This design comes from an exercise in tuning for small area and a short achievable clock period on the open sky130 flow, not from production work. Function was checked by simulation only, so behaviour that the tests miss may differ from the original. Power is estimated from default activity; no workload was simulated.

==> flow/design.v <==
`timescale 1ns / 1ps
module cpu(
    input               clk,
    input               rst,
    input  [31:0]       rom_rdata,
    input  [31:0]       ram_rdata,
    output              ram_we,
    output [31:0]       ram_wdata,
    output [31:0]       rom_addr,
    output [31:0]       ram_addr,
    output [15:0]       led
);
localparam [6:0] OP_LOAD   = 7'b0000011;
localparam [6:0] OP_MATHI  = 7'b0010011;
localparam [6:0] OP_AUIPC  = 7'b0010111;
localparam [6:0] OP_STORE  = 7'b0100011;
localparam [6:0] OP_MATHR  = 7'b0110011;
localparam [6:0] OP_LUI    = 7'b0110111;
localparam [6:0] OP_BRANCH = 7'b1100011;
localparam [6:0] OP_JALR   = 7'b1100111;
localparam [6:0] OP_JAL    = 7'b1101111;
reg  [31:2] pc;
reg         stall;               
reg         hk0, hk1, hk2;       
reg  [4:0]  jumps;               
reg  [31:0] ex_a, ex_b, ex_d;    
reg         ex_inv;              
reg         ex_s_add, ex_s_slt, ex_s_xor, ex_s_or, ex_s_and, ex_s_sh, ex_s_left;
reg  [4:0]  ex_wr;               
reg         ex_m2r, ex_mw, ex_br;
reg  [31:0] mem_alu, mem_d;
reg  [4:0]  mem_wr;
reg         mem_m2r, mem_mw, mem_br;
reg  [31:0] wb_alu;
reg  [4:0]  wb_wr;
reg  [3:0]  wb_wr_hi;            
reg  [7:0]  wb_wr_lo;            
integer     kw, kr;
reg         wb_m2r, wb_br;
reg  [31:0] regs [1:31];
always @(posedge clk) begin
    if (rst)
        pc <= 30'd0;
    else if (!stall)
        pc <= wb_br ? 30'd0 : pc + 30'd1;
end
assign rom_addr = {pc, 2'b00};
wire [31:0] ins   = rom_rdata;
wire [6:0]  op    = ins[6:0];
wire [4:0]  f_rd  = ins[11:7];
wire [2:0]  f3    = ins[14:12];
wire [4:0]  f_rs1 = ins[19:15];
wire [4:0]  f_rs2 = ins[24:20];
wire is_load   = op == OP_LOAD;
wire is_mathi  = op == OP_MATHI;
wire is_auipc  = op == OP_AUIPC;
wire is_store  = op == OP_STORE;
wire is_mathr  = op == OP_MATHR;
wire is_lui    = op == OP_LUI;
wire is_branch = op == OP_BRANCH;
wire is_jalr   = op == OP_JALR;
wire is_jal    = op == OP_JAL;
wire uses_rs1  = !(is_lui | is_auipc);
wire uses_rs2  = !(is_lui | is_auipc | is_jalr | is_mathi | is_load);
wire writes_rd = is_load | is_mathi | is_auipc | is_mathr | is_lui | is_jalr | is_jal;
wire is_jump   = is_jalr | is_jal | is_branch;
wire [4:0] hz_r1 = uses_rs1 ? f_rs1 : 5'd0;
wire [4:0] hz_r2 = uses_rs2 ? f_rs2 : 5'd0;
wire [4:0] nwregs0 = (!stall && writes_rd) ? f_rd : 5'd0;
wire [4:0] wregs0 = hk0 ? 5'd0 : ex_wr;
wire [4:0] wregs1 = hk1 ? 5'd0 : mem_wr;
wire [4:0] wregs2 = hk2 ? 5'd0 : wb_wr;
function hz_match(input [4:0] w, input [4:0] r1, input [4:0] r2);
    hz_match = (w != 5'd0) && (w == r1 || w == r2);
endfunction
wire next_stall = hz_match(nwregs0, hz_r1, hz_r2) | hz_match(wregs0, hz_r1, hz_r2) |
                  hz_match(wregs1, hz_r1, hz_r2)  | hz_match(wregs2, hz_r1, hz_r2) |
                  (!stall && is_jump) | (|jumps);
always @(posedge clk) begin
    if (rst) begin
        stall  <= 1'b0;
        hk0    <= 1'b0;
        hk1    <= 1'b0;
        hk2    <= 1'b1;
        jumps  <= 5'd0;
    end else begin
        stall  <= next_stall;
        hk0    <= stall;
        hk1    <= hk0;
        hk2    <= hk1;
        jumps  <= {jumps[3:0], !stall && is_jump};
    end
end
wire live = !stall && !rst;
wire a_en = live && uses_rs1 && f_rs1 != 5'd0;
wire d_en = live && uses_rs2 && f_rs2 != 5'd0;
reg [31:0] rd1, rd2;
integer k;
always @(*) begin
    rd1 = 32'd0;
    rd2 = 32'd0;
    for (k = 1; k < 32; k = k + 1) begin
        rd1 = rd1 | ({32{f_rs1 == k}} & regs[k]);
        rd2 = rd2 | ({32{f_rs2 == k}} & regs[k]);
    end
end
wire sel_imm = is_load | is_mathi | is_auipc | is_store | is_lui;
wire m_slt   = is_mathr && f3[2:1] == 2'b01;
wire m_pass  = is_mathr && f3 == 3'b001 && ins[30];
wire m_sll   = is_mathr && f3 == 3'b001 && !ins[30];
wire m_srl   = is_mathr && f3 == 3'b101;
wire m_xor   = is_mathr && f3 == 3'b100;
wire m_or    = is_mathr && f3 == 3'b110;
wire m_and   = is_mathr && f3 == 3'b111;
reg [31:0] imm;
always @(*) begin
    if (is_load | is_mathi)
        imm = {{20{ins[31]}}, ins[31:20]};
    else if (is_store)
        imm = {{20{ins[31]}}, ins[31:25], ins[11:7]};
    else
        imm = {ins[31:12], 12'h000};
end
wire b_imm = live && sel_imm;
wire b_reg = d_en && !sel_imm && !m_pass;
wire b_inv = live && (is_branch || m_slt);
always @(posedge clk) begin
    ex_a      <= a_en  ? rd1 : 32'd0;
    ex_d      <= d_en  ? rd2 : 32'd0;
    ex_b      <= b_imm ? imm : ((b_reg ? rd2 : 32'd0) ^ {32{b_inv}});
    ex_inv    <= b_inv;
    ex_s_slt  <= live && m_slt;
    ex_s_xor  <= live && m_xor;
    ex_s_or   <= live && m_or;
    ex_s_and  <= live && m_and;
    ex_s_sh   <= live && (m_sll || m_srl);
    ex_s_left <= m_sll;
    ex_s_add  <= !(live && (m_slt || m_xor || m_or || m_and || m_sll || m_srl));
    ex_wr     <= (!rst && (stall || writes_rd)) ? f_rd : 5'd0;
    ex_m2r    <= live && is_load;
    ex_mw     <= live && is_store;
    ex_br     <= live && is_branch;
end
wire [31:0] pg_p = ex_a ^ ex_b;
wire [31:0] pg_g = ex_a & ex_b;
wire [31:0] kg [0:5];
wire [31:0] kp [0:5];
assign kg[0] = pg_g;
assign kp[0] = pg_p;
genvar gl, gi;
generate
    for (gl = 0; gl < 5; gl = gl + 1) begin : ks_level
        for (gi = 0; gi < 32; gi = gi + 1) begin : ks_bit
            if (gi >= (1 << gl)) begin : ks_merge
                assign kg[gl+1][gi] = kg[gl][gi] | (kp[gl][gi] & kg[gl][gi - (1 << gl)]);
                assign kp[gl+1][gi] = kp[gl][gi] & kp[gl][gi - (1 << gl)];
            end else begin : ks_pass
                assign kg[gl+1][gi] = kg[gl][gi];
                assign kp[gl+1][gi] = kp[gl][gi];
            end
        end
    end
endgenerate
wire [31:0] carry = kg[5] | (kp[5] & {32{ex_inv}});
wire [31:0] sum_lo = pg_p ^ {carry[30:0], ex_inv};
wire        cout = carry[31];
function [31:0] rev32(input [31:0] x);
    integer i;
    for (i = 0; i < 32; i = i + 1) rev32[i] = x[31-i];
endfunction
wire [31:0] sh_in  = ex_s_left ? rev32(ex_a) : ex_a;
wire [31:0] sh_r   = sh_in >> ex_b[4:0];
wire [31:0] sh_out = (|ex_b[31:5]) ? 32'd0 : (ex_s_left ? rev32(sh_r) : sh_r);
wire g_add = ex_s_add & !rst;
wire g_slt = ex_s_slt & !rst;
wire g_xor = ex_s_xor & !rst;
wire g_or  = ex_s_or  & !rst;
wire g_and = ex_s_and & !rst;
wire g_sh  = ex_s_sh  & !rst;
wire [31:0] result = ({32{g_add}} & sum_lo)
                   | {31'd0, g_slt & !cout}
                   | ({32{g_xor}} & pg_p)
                   | ({32{g_or}}  & (pg_p | pg_g))
                   | ({32{g_and}} & pg_g)
                   | ({32{g_sh}}  & sh_out);
always @(posedge clk) begin
    mem_alu <= result;
    if (rst) begin
        mem_d   <= 32'd0;
        mem_wr  <= 5'd0;
        mem_m2r <= 1'b0;
        mem_mw  <= 1'b0;
        mem_br  <= 1'b0;
    end else begin
        mem_d   <= ex_d;
        mem_wr  <= ex_wr;
        mem_m2r <= ex_m2r;
        mem_mw  <= ex_mw;
        mem_br  <= ex_br;
    end
end
assign ram_addr  = mem_alu;
assign ram_we    = mem_mw;
assign ram_wdata = mem_d;
assign led       = ram_rdata[15:0];
always @(posedge clk) begin
    wb_alu <= mem_alu;
    wb_wr  <= mem_wr;
    for (kw = 0; kw < 4; kw = kw + 1) wb_wr_hi[kw] <= mem_wr[4:3] == kw;
    for (kw = 0; kw < 8; kw = kw + 1) wb_wr_lo[kw] <= mem_wr[2:0] == kw;
    wb_m2r <= mem_m2r;
    wb_br  <= mem_br;
end
wire [31:0] wb_data = wb_m2r ? ram_rdata : wb_alu;
always @(posedge clk) begin
    for (kr = 1; kr < 32; kr = kr + 1)
        if (wb_wr_hi[kr >> 3] && wb_wr_lo[kr & 7])
            regs[kr] <= wb_data;
end
endmodule
==> flow/config.mk <==
export PLATFORM = sky130hd
export DESIGN_NAME = cpu
export DESIGN_NICKNAME = cpu
export VERILOG_FILES = /design/flow/design.v
export SDC_FILE = /design/flow/constraint.sdc
export NUM_CORES = 4
export LEC_CHECK = 0
export ABC_AREA = 1
export CAP_MARGIN = 10
export CORE_MARGIN = 2
export CORE_UTILIZATION = 42
export SETUP_SLACK_MARGIN = 2.6
export SLEW_MARGIN = 10
==> flow/constraint.sdc <==
create_clock -name core_clock -period 5.0 [get_ports {clk}]
set_input_delay 1.0000 -clock core_clock [delete_from_list [all_inputs] [get_ports {clk}]]
set_output_delay 1.0000 -clock core_clock [all_outputs]
set_load 0.01 [all_outputs]
standard.sh (not shown) runs the stock make flow with config.mk's settings and CLKGATE_MAP_FILE= SYNTH_SCRIPT=/design/flow/synth_recipe.tcl, a recipe that flattens the netlist after the stock synthesis.
==> flow/flow/run.sh <==
#!/bin/bash
# Layout flow: the standard ORFS flow (standard synthesis unchanged), with
# plain buffers on the ports, footprint-free resizing and a leaner clock tree.
set -euo pipefail
bash standard.sh \
  "BUFFER_PORTS_ARGS=-buffer_cell sky130_fd_sc_hd__buf_2" \
  "MATCH_CELL_FOOTPRINT=0" \
  "CTS_ARGS=-sink_clustering_enable -repair_clock_nets -dont_use_dummy_load -sink_clustering_size 24 -sink_clustering_max_diameter 80 -buf_list {sky130_fd_sc_hd__clkbuf_8 sky130_fd_sc_hd__clkbuf_16}" \
  finish > standard.log 2>&1
Then changed:
--- a/flow/design.v
+++ b/flow/design.v
@@ -112,15 +112,12 @@
 wire m_xor   = is_mathr && f3 == 3'b100;
 wire m_or    = is_mathr && f3 == 3'b110;
 wire m_and   = is_mathr && f3 == 3'b111;
-reg [31:0] imm;
-always @(*) begin
-    if (is_load | is_mathi)
-        imm = {{20{ins[31]}}, ins[31:20]};
-    else if (is_store)
-        imm = {{20{ins[31]}}, ins[31:25], ins[11:7]};
-    else
-        imm = {ins[31:12], 12'h000};
-end
+wire        fmt_u = op[2];
+wire        fmt_s = op[5];
+wire [31:0] imm = {ins[31],
+                   fmt_u ? ins[30:12] : {19{ins[31]}},
+                   fmt_u ? 7'd0 : ins[31:25],
+                   fmt_u ? 5'd0 : (fmt_s ? ins[11:7] : ins[24:20])};
 wire b_imm = live && sel_imm;
 wire b_reg = d_en && !sel_imm && !m_pass;
 wire b_inv = live && (is_branch || m_slt);
Setup slack improved by 0.074 ns.
Final cell count came out higher by 0.30%.
Maximum frequency climbs by 3.0%.
Total power barely changes.
Global-route usage falls by 0.24 points.
Sequential cell count is unchanged.

[port drivers added, routing unchanged]
The results above use ideal ports. As a check the final layouts listed here were re-extracted and re-timed, cells and wires unchanged.
Step 1 (the two cells are an assumption about what drives the block):
set clk [get_ports {clk}]
set_driving_cell -lib_cell sky130_fd_sc_hd__clkbuf_16 $clk
set_driving_cell -lib_cell sky130_fd_sc_hd__buf_2 [delete_from_list [all_inputs] $clk]
Step 2 times the ports against the registers' clock, not the clock port: input delays grow and output delays shrink by t, the midpoint of the rising clock arrivals with the driver on.
a / b / c = ideal / step 1 / step 2; a / b = the first two.
| run | t, ns | setup WS [ns] | worst setup path at the end | slew at the worst register clock pin (ns) | pins driven straight from the clock port |
|---|---|---|---|---|---|
| the first run | 0.783 | 2.457 / 2.481 / 1.704 | input to register | 0.11 / 0.11 | 1 |
| the second run | 0.795 | 2.531 / 2.396 / 1.601 | input to register | 0.11 / 0.11 | 1 |
After both steps every run listed still meets setup and hold. The setup slack of the second run, which loses most, moves by -0.135 ns with the drivers and by -0.930 ns with both steps.
